Background: an optimization exercise with open tools, aiming at small area and a short achievable clock period. Do not read the settings as production practice. Where RTL was checked, it was by simulation tests only, not by an equivalence proof against the original.

==> try-pepper: inputs <==
// mult_top
module mult_top(
    input clk,
    input  [15:0] x,
    input  [15:0] y,
    output [31:0] p_out
    );
    wire [1:0] gx, gy;
    wire [10:1] wx, wy;
    wire xz, yz;
    reg  [1:0] gx1, gy1;
    reg  [10:1] wx1, wy1;
    reg  sgn1, nz1;
    ALM10_SOA_win ux(.x(x), .g(gx), .w(wx), .xz(xz));
    ALM10_SOA_win uy(.x(y), .g(gy), .w(wy), .xz(yz));
    wire [7:0] h;
    wire [11:0] g;
    wire sn;
    reg  [7:0] h2;
    reg  [11:0] g2;
    reg  sn2;
    ALM10_SOA_mid um(.gx(gx1), .wx(wx1), .gy(gy1), .wy(wy1), .sgn(sgn1), .nz(nz1),
                     .h(h), .g(g), .sn(sn));
    always @(posedge clk) begin
        gx1 <= gx;  wx1 <= wx;  gy1 <= gy;  wy1 <= wy;
        sgn1 <= x[15] ^ y[15];  nz1 <= ~(xz | yz);
        h2 <= h;    g2 <= g;    sn2 <= sn;
    end
    ALM10_SOA_out uo(.h(h2), .g(g2), .sn(sn2), .p(p_out));
endmodule
==> module c_a211oi, before the edit <==
module c_a211oi (input a1, input a2, input b1, input c1, output y);
    assign y = ~((a1 & a2) | b1 | c1);
endmodule
==> module c_or2, before the edit <==
module c_or2 (input a, input b, output y); assign y = a | b; endmodule
==> module ALM10_SOA_win, before the edit <==
module ALM10_SOA_win(
    input  [15:0] x,
    output [1:0]  g,
    output [10:1] w,
    output        xz
    );
    wire sg = x[15];
    wire [14:0] a;
    genvar i;
    generate for (i = 0; i < 15; i = i + 1) begin : abs
        c_xor2 u(.a(x[i]), .b(sg), .y(a[i]));
    end endgenerate
    wire n2, n1, z0;
    wire [5:0] o;
    c_nor2 uo0(.a(a[11]), .b(a[10]), .y(o[0]));
    c_nor2 uo1(.a(a[9]),  .b(a[8]),  .y(o[1]));
    c_nor2 uo2(.a(a[7]),  .b(a[6]),  .y(o[2]));
    c_nor2 uo3(.a(a[5]),  .b(a[4]),  .y(o[3]));
    c_nor2 uo4(.a(a[13]), .b(a[12]), .y(o[4]));
    c_nor2 uo5(.a(a[3]),  .b(a[2]),  .y(o[5]));
    c_nand2 un2(.a(o[0]), .b(o[1]), .y(n2));
    c_nand2 un1(.a(o[2]), .b(o[3]), .y(n1));
    wire a14n;
    c_inv un3a(.a(a[14]), .y(a14n));
    c_nor3 uz0(.a(a[1]), .b(a[0]), .c(~o[5]), .y(z0));
    wire s3, s2, s1, s0;
    c_nand2 us3(.a(o[4]), .b(a14n), .y(s3));
    c_a21oi us2(.a1(o[0]), .a2(o[1]), .b1(s3), .y(s2));
    c_a211oi us1(.a1(o[2]), .a2(o[3]), .b1(s3), .c1(n2), .y(s1));
    c_nor3 us0(.a(s3), .b(n2), .c(n1), .y(s0));
    c_or2 ug1(.a(s3), .b(n2), .y(g[1]));
    c_or2 ug0(.a(s3), .b(s1), .y(g[0]));
    assign xz = ~sg & s0 & z0;
    c_ao3 uw10(.a0(a[11]), .a1(a[7]), .a2(a[3]), .s0(s2), .s1(s1), .s2(s0), .y(w[10]));
    c_ao4 uw9 (.a0(a[14]), .a1(a[10]), .a2(a[6]), .a3(a[2]), .s0(s3), .s1(s2), .s2(s1), .s3(s0), .y(w[9]));
    c_ao4 uw8 (.a0(a[13]), .a1(a[9]),  .a2(a[5]), .a3(a[1]), .s0(s3), .s1(s2), .s2(s1), .s3(s0), .y(w[8]));
    c_ao4 uw7 (.a0(a[12]), .a1(a[8]),  .a2(a[4]), .a3(a[0]), .s0(s3), .s1(s2), .s2(s1), .s3(s0), .y(w[7]));
    c_ao3 uw6 (.a0(a[11]), .a1(a[7]), .a2(a[3]), .s0(s3), .s1(s2), .s2(s1), .y(w[6]));
    c_ao3 uw5 (.a0(a[10]), .a1(a[6]), .a2(a[2]), .s0(s3), .s1(s2), .s2(s1), .y(w[5]));
    c_ao3 uw4 (.a0(a[9]),  .a1(a[5]), .a2(a[1]), .s0(s3), .s1(s2), .s2(s1), .y(w[4]));
    c_ao3 uw3 (.a0(a[8]),  .a1(a[4]), .a2(a[0]), .s0(s3), .s1(s2), .s2(s1), .y(w[3]));
    c_ao2 uw2 (.a0(a[7]), .a1(a[3]), .s0(s3), .s1(s2), .y(w[2]));
    c_ao2 uw1 (.a0(a[6]), .a1(a[2]), .s0(s3), .s1(s2), .y(w[1]));
endmodule
==> module ALM10_SOA_norm, before the edit <==
module ALM10_SOA_norm(
    input  [1:0]  g,
    input  [10:1] w,
    output [3:0]  k,
    output [5:0]  f
    );
    wire [1:0] p;
    assign p[1] = w[10] | w[9];
    assign p[0] = w[10] | (~w[9] & w[8]);
    assign k = {g, p};
    wire [3:0] ph;                       
    ALM10_SOA_oh4 uo(.w(w[10:8]), .ph(ph));
    genvar i;
    generate for (i = 0; i < 6; i = i + 1) begin : fr
        c_ao4 u(.a0(w[1+i]), .a1(w[2+i]), .a2(w[3+i]), .a3(w[4+i]),
                .s0(ph[0]), .s1(ph[1]), .s2(ph[2]), .s3(ph[3]), .y(f[i]));
    end endgenerate
endmodule
==> module ALM10_SOA_oh4, before the edit <==
module ALM10_SOA_oh4(input [10:8] w, output [3:0] ph);
    assign ph[3] = w[10];
    assign ph[2] = ~w[10] & w[9];
    assign ph[1] = ~w[10] & ~w[9] & w[8];
    assign ph[0] = ~w[10] & ~w[9] & ~w[8];
endmodule
==> module ALM10_SOA_out, before the edit <==
module ALM10_SOA_out(
    input  [7:0]  h,
    input  [11:0] g,
    input         sn,
    output [31:0] p
    );
    wire [11:0] hh = {4'b0, h};
    wire g00 = g[0], g10 = g[1], g20 = g[2], g30 = g[3];
    wire g01 = g[4], g11 = g[5], g21 = g[6], g31 = g[7];
    wire g32 = g[8], g14 = g[9], g24 = g[10], g34 = g[11];
    genvar q;
    generate for (q = 0; q < 8; q = q + 1) begin : ob
        assign p[4*q]   = ((hh[q] & g00) | (hh[q+1] & g01) | hh[q+2] | hh[q+3]) ^ sn;
        assign p[4*q+1] = ((hh[q] & g10) | (hh[q+1] & g11) | hh[q+2] | hh[q+3] | (hh[q+4] & g14)) ^ sn;
        if (q < 7) begin : lo
            assign p[4*q+2] = ((hh[q] & g20) | (hh[q+1] & g21) | hh[q+2] | hh[q+3] | (hh[q+4] & g24)) ^ sn;
            assign p[4*q+3] = ((hh[q] & g30) | (hh[q+1] & g31) | (hh[q+2] & g32) | hh[q+3] | (hh[q+4] & g34)) ^ sn;
        end else begin : hi
            assign p[30] = sn;
            assign p[31] = sn;
        end
    end endgenerate
endmodule
==> flow/config.mk <==
export PLATFORM = sky130hd
export DESIGN_NAME = mult_top
export DESIGN_NICKNAME = mult_top
export VERILOG_FILES = /design/flow/design.v
export SDC_FILE = /design/flow/constraint.sdc
export NUM_CORES = 4
export LEC_CHECK = 0
export CAP_MARGIN = 20
export CORE_MARGIN = 2
export CORE_UTILIZATION = 40
export SETUP_SLACK_MARGIN = 4.0
export SLEW_MARGIN = 20
export SYNTH_HIERARCHICAL = 1
==> flow/constraint.sdc <==
create_clock -name core_clock -period 7.0 [get_ports {clk}]
set_input_delay 1.4000 -clock core_clock [delete_from_list [all_inputs] [get_ports {clk}]]
set_output_delay 1.4000 -clock core_clock [all_outputs]
set_load 0.01 [all_outputs]
standard.sh (not shown) runs the stock make flow with config.mk's settings and CLKGATE_MAP_FILE= SYNTH_SCRIPT=/design/flow/synth_recipe.tcl, a recipe that flattens the netlist after the stock synthesis.
==> flow/flow/run.sh <==
#!/bin/bash
# The standard layout, with plain buffers (not delay cells) on the ports.
set -euo pipefail
bash standard.sh BUFFER_PORTS_ARGS="-buffer_cell sky130_fd_sc_hd__buf_1" ABC_LOAD_IN_FF=1 CTS_ARGS="-sink_clustering_enable -repair_clock_nets -dont_use_dummy_load" finish > flow_make.log 2>&1
==> try-quartz (differences from try-pepper) <==
--- a/flow/design.v
+++ b/flow/design.v
@@ -7,9 +7,8 @@
 module c_a21oi (input a1, input a2, input b1, output y); assign y = ~((a1 & a2) | b1); endmodule
 module c_o21ai (input a1, input a2, input b1, output y); assign y = ~((a1 | a2) & b1); endmodule
-module c_a211oi (input a1, input a2, input b1, input c1, output y);
-    assign y = ~((a1 & a2) | b1 | c1);
-endmodule
-module c_or2 (input a, input b, output y); assign y = a | b; endmodule
 module c_nor3 (input a, input b, input c, output y); assign y = ~(a | b | c); endmodule
+module c_mux4 (input a0, input a1, input a2, input a3, input s0, input s1, output y);
+    assign y = s1 ? (s0 ? a3 : a2) : (s0 ? a1 : a0);
+endmodule
 module c_ao4 (input a0, input a1, input a2, input a3,
               input s0, input s1, input s2, input s3, output y);
@@ -22,4 +21,13 @@
     assign y = (a0 & s0) | (a1 & s1);
 endmodule
+module ALM10_SOA_grp(input n3, input n2, input n1,
+                     output s3, output s2, output s1, output s0, output [1:0] g);
+    assign s3 = n3;
+    assign s2 = ~n3 & n2;
+    assign s1 = ~n3 & ~n2 & n1;
+    assign s0 = ~n3 & ~n2 & ~n1;
+    assign g[1] = n3 | n2;
+    assign g[0] = n3 | (~n2 & n1);
+endmodule
 module ALM10_SOA_win(
     input  [15:0] x,
@@ -34,5 +42,5 @@
         c_xor2 u(.a(x[i]), .b(sg), .y(a[i]));
     end endgenerate
-    wire n2, n1, z0;
+    wire n3, n2, n1, z0;
     wire [5:0] o;
     c_nor2 uo0(.a(a[11]), .b(a[10]), .y(o[0]));
@@ -46,12 +54,8 @@
     wire a14n;
     c_inv un3a(.a(a[14]), .y(a14n));
+    c_nand2 un3(.a(o[4]), .b(a14n), .y(n3));
     c_nor3 uz0(.a(a[1]), .b(a[0]), .c(~o[5]), .y(z0));
     wire s3, s2, s1, s0;
-    c_nand2 us3(.a(o[4]), .b(a14n), .y(s3));
-    c_a21oi us2(.a1(o[0]), .a2(o[1]), .b1(s3), .y(s2));
-    c_a211oi us1(.a1(o[2]), .a2(o[3]), .b1(s3), .c1(n2), .y(s1));
-    c_nor3 us0(.a(s3), .b(n2), .c(n1), .y(s0));
-    c_or2 ug1(.a(s3), .b(n2), .y(g[1]));
-    c_or2 ug0(.a(s3), .b(s1), .y(g[0]));
+    ALM10_SOA_grp ug(.n3(n3), .n2(n2), .n1(n1), .s3(s3), .s2(s2), .s1(s1), .s0(s0), .g(g));
     assign xz = ~sg & s0 & z0;
     c_ao3 uw10(.a0(a[11]), .a1(a[7]), .a2(a[3]), .s0(s2), .s1(s1), .s2(s0), .y(w[10]));
@@ -76,18 +80,9 @@
     assign p[0] = w[10] | (~w[9] & w[8]);
     assign k = {g, p};
-    wire [3:0] ph;                       
-    ALM10_SOA_oh4 uo(.w(w[10:8]), .ph(ph));
     genvar i;
     generate for (i = 0; i < 6; i = i + 1) begin : fr
-        c_ao4 u(.a0(w[1+i]), .a1(w[2+i]), .a2(w[3+i]), .a3(w[4+i]),
-                .s0(ph[0]), .s1(ph[1]), .s2(ph[2]), .s3(ph[3]), .y(f[i]));
+        c_mux4 u(.a0(w[1+i]), .a1(w[2+i]), .a2(w[3+i]), .a3(w[4+i]), .s0(p[0]), .s1(p[1]), .y(f[i]));
     end endgenerate
 endmodule
-module ALM10_SOA_oh4(input [10:8] w, output [3:0] ph);
-    assign ph[3] = w[10];
-    assign ph[2] = ~w[10] & w[9];
-    assign ph[1] = ~w[10] & ~w[9] & w[8];
-    assign ph[0] = ~w[10] & ~w[9] & ~w[8];
-endmodule
 module ALM10_SOA_add(
     input  [8:0] lx,
@@ -285,11 +280,6 @@
         assign p[4*q]   = ((hh[q] & g00) | (hh[q+1] & g01) | hh[q+2] | hh[q+3]) ^ sn;
         assign p[4*q+1] = ((hh[q] & g10) | (hh[q+1] & g11) | hh[q+2] | hh[q+3] | (hh[q+4] & g14)) ^ sn;
-        if (q < 7) begin : lo
-            assign p[4*q+2] = ((hh[q] & g20) | (hh[q+1] & g21) | hh[q+2] | hh[q+3] | (hh[q+4] & g24)) ^ sn;
-            assign p[4*q+3] = ((hh[q] & g30) | (hh[q+1] & g31) | (hh[q+2] & g32) | hh[q+3] | (hh[q+4] & g34)) ^ sn;
-        end else begin : hi
-            assign p[30] = sn;
-            assign p[31] = sn;
-        end
+        assign p[4*q+2] = ((hh[q] & g20) | (hh[q+1] & g21) | hh[q+2] | hh[q+3] | (hh[q+4] & g24)) ^ sn;
+        assign p[4*q+3] = ((hh[q] & g30) | (hh[q+1] & g31) | (hh[q+2] & g32) | hh[q+3] | (hh[q+4] & g34)) ^ sn;
     end endgenerate
 endmodule
==> flow/flow/run.sh (replaced) <==
#!/bin/bash
# The standard layout, with plain buffers (not delay cells) on the ports.
set -euo pipefail
bash standard.sh BUFFER_PORTS_ARGS="-buffer_cell sky130_fd_sc_hd__buf_2" finish > flow_make.log 2>&1
CORE_UTILIZATION = 60   (was 40)
==> try-harbor (differences from try-pepper) <==
--- a/flow/design.v
+++ b/flow/design.v
@@ -7,9 +7,8 @@
 module c_a21oi (input a1, input a2, input b1, output y); assign y = ~((a1 & a2) | b1); endmodule
 module c_o21ai (input a1, input a2, input b1, output y); assign y = ~((a1 | a2) & b1); endmodule
-module c_a211oi (input a1, input a2, input b1, input c1, output y);
-    assign y = ~((a1 & a2) | b1 | c1);
-endmodule
-module c_or2 (input a, input b, output y); assign y = a | b; endmodule
 module c_nor3 (input a, input b, input c, output y); assign y = ~(a | b | c); endmodule
+module c_mux4 (input a0, input a1, input a2, input a3, input s0, input s1, output y);
+    assign y = s1 ? (s0 ? a3 : a2) : (s0 ? a1 : a0);
+endmodule
 module c_ao4 (input a0, input a1, input a2, input a3,
               input s0, input s1, input s2, input s3, output y);
@@ -22,4 +21,13 @@
     assign y = (a0 & s0) | (a1 & s1);
 endmodule
+module ALM10_SOA_grp(input n3, input n2, input n1,
+                     output s3, output s2, output s1, output s0, output [1:0] g);
+    assign s3 = n3;
+    assign s2 = ~n3 & n2;
+    assign s1 = ~n3 & ~n2 & n1;
+    assign s0 = ~n3 & ~n2 & ~n1;
+    assign g[1] = n3 | n2;
+    assign g[0] = n3 | (~n2 & n1);
+endmodule
 module ALM10_SOA_win(
     input  [15:0] x,
@@ -34,5 +42,5 @@
         c_xor2 u(.a(x[i]), .b(sg), .y(a[i]));
     end endgenerate
-    wire n2, n1, z0;
+    wire n3, n2, n1, z0;
     wire [5:0] o;
     c_nor2 uo0(.a(a[11]), .b(a[10]), .y(o[0]));
@@ -46,12 +54,8 @@
     wire a14n;
     c_inv un3a(.a(a[14]), .y(a14n));
+    c_nand2 un3(.a(o[4]), .b(a14n), .y(n3));
     c_nor3 uz0(.a(a[1]), .b(a[0]), .c(~o[5]), .y(z0));
     wire s3, s2, s1, s0;
-    c_nand2 us3(.a(o[4]), .b(a14n), .y(s3));
-    c_a21oi us2(.a1(o[0]), .a2(o[1]), .b1(s3), .y(s2));
-    c_a211oi us1(.a1(o[2]), .a2(o[3]), .b1(s3), .c1(n2), .y(s1));
-    c_nor3 us0(.a(s3), .b(n2), .c(n1), .y(s0));
-    c_or2 ug1(.a(s3), .b(n2), .y(g[1]));
-    c_or2 ug0(.a(s3), .b(s1), .y(g[0]));
+    ALM10_SOA_grp ug(.n3(n3), .n2(n2), .n1(n1), .s3(s3), .s2(s2), .s1(s1), .s0(s0), .g(g));
     assign xz = ~sg & s0 & z0;
     c_ao3 uw10(.a0(a[11]), .a1(a[7]), .a2(a[3]), .s0(s2), .s1(s1), .s2(s0), .y(w[10]));
@@ -76,18 +80,9 @@
     assign p[0] = w[10] | (~w[9] & w[8]);
     assign k = {g, p};
-    wire [3:0] ph;                       
-    ALM10_SOA_oh4 uo(.w(w[10:8]), .ph(ph));
     genvar i;
     generate for (i = 0; i < 6; i = i + 1) begin : fr
-        c_ao4 u(.a0(w[1+i]), .a1(w[2+i]), .a2(w[3+i]), .a3(w[4+i]),
-                .s0(ph[0]), .s1(ph[1]), .s2(ph[2]), .s3(ph[3]), .y(f[i]));
+        c_mux4 u(.a0(w[1+i]), .a1(w[2+i]), .a2(w[3+i]), .a3(w[4+i]), .s0(p[0]), .s1(p[1]), .y(f[i]));
     end endgenerate
 endmodule
-module ALM10_SOA_oh4(input [10:8] w, output [3:0] ph);
-    assign ph[3] = w[10];
-    assign ph[2] = ~w[10] & w[9];
-    assign ph[1] = ~w[10] & ~w[9] & w[8];
-    assign ph[0] = ~w[10] & ~w[9] & ~w[8];
-endmodule
 module ALM10_SOA_add(
     input  [8:0] lx,
@@ -285,11 +280,6 @@
         assign p[4*q]   = ((hh[q] & g00) | (hh[q+1] & g01) | hh[q+2] | hh[q+3]) ^ sn;
         assign p[4*q+1] = ((hh[q] & g10) | (hh[q+1] & g11) | hh[q+2] | hh[q+3] | (hh[q+4] & g14)) ^ sn;
-        if (q < 7) begin : lo
-            assign p[4*q+2] = ((hh[q] & g20) | (hh[q+1] & g21) | hh[q+2] | hh[q+3] | (hh[q+4] & g24)) ^ sn;
-            assign p[4*q+3] = ((hh[q] & g30) | (hh[q+1] & g31) | (hh[q+2] & g32) | hh[q+3] | (hh[q+4] & g34)) ^ sn;
-        end else begin : hi
-            assign p[30] = sn;
-            assign p[31] = sn;
-        end
+        assign p[4*q+2] = ((hh[q] & g20) | (hh[q+1] & g21) | hh[q+2] | hh[q+3] | (hh[q+4] & g24)) ^ sn;
+        assign p[4*q+3] = ((hh[q] & g30) | (hh[q+1] & g31) | (hh[q+2] & g32) | hh[q+3] | (hh[q+4] & g34)) ^ sn;
     end endgenerate
 endmodule
==> flow/flow/run.sh (replaced) <==
#!/bin/bash
# The standard layout, with plain buffers (not delay cells) on the ports.
set -euo pipefail
bash standard.sh BUFFER_PORTS_ARGS="-buffer_cell sky130_fd_sc_hd__buf_2" finish > flow_make.log 2>&1
SETUP_SLACK_MARGIN = 4.6   (was 4.0)
==> results.cfg <==
[layout]
seqAreaFraction_pct = 24.9

[worst_setup_path]
critical_path_peak_fanout = 17

[place]
placed_cell_area_um2 = 3600

[status]
outcome = complete, no violations
# the run above: try-pepper

==> results.cfg <==
[global_route]
antenna_found_initial = 0

[routing]
vias = 2960

[clock_network]
clockRootBuffer = clkbuf_8

[status]
outcome = complete, no violations

[floorplan]
taps = 72

[layout]
seqAreaFraction_pct = 24.5

[place]
placed_cell_area_um2 = 3720

[worst_setup_path]
critical_path_peak_fanout = 17
crit_start = h2[7]
# the run above: try-quartz

==> results.cfg <==
[floorplan]
die_y_um = 97.0

[status]
outcome = complete, no violations

[place]
placed_cell_area_um2 = 3820

[layout]
seqAreaFraction_pct = 18.0

[worst_setup_path]
critical_path_peak_fanout = 6
# the run above: try-harbor

The RTL of try-pepper was laid out without a check of its function.

[what the ideal ports hide]
In the flow no input, the clock included, has a driving cell. The finished layouts below were timed again as built, in two steps. Step 1 (the two cells are an assumption about what drives the block):
set clk [get_ports {clk}]
set_driving_cell -lib_cell sky130_fd_sc_hd__clkbuf_16 $clk
set_driving_cell -lib_cell sky130_fd_sc_hd__buf_2 [delete_from_list [all_inputs] $clk]
Step 2 moves the port delays by t, midway between the first and last clock arrival at a register: inputs arrive t later, outputs are due t later. That takes back most of the time a late clock gives input paths. Three values: ideal ports, drivers, drivers and shift; two values: the first two.
| run | shift t [ns] | setup WS [ns] | worst hold slack (ns) | worst setup path at the end | worst data-port slew with drivers (ns) |
|---|---|---|---|---|---|
| try-pepper | 0.310 | 4.091 / 4.069 / 3.789 | 0.488 / 0.488 / 0.488 | input to register | 0.03 |
| try-quartz | 0.324 | 4.051 / 4.021 / 3.836 | 0.490 / 0.490 / 0.490 | input to register | 0.03 |
| try-harbor | 0.332 | 4.102 / 4.071 / 4.174 | 0.519 / 0.519 / 0.519 | input to register | 0.15 |
After both steps setup and hold are still met in every run listed. For try-pepper, which loses most, drivers alone change the setup slack by -0.022 ns; drivers and shift together by -0.302 ns.
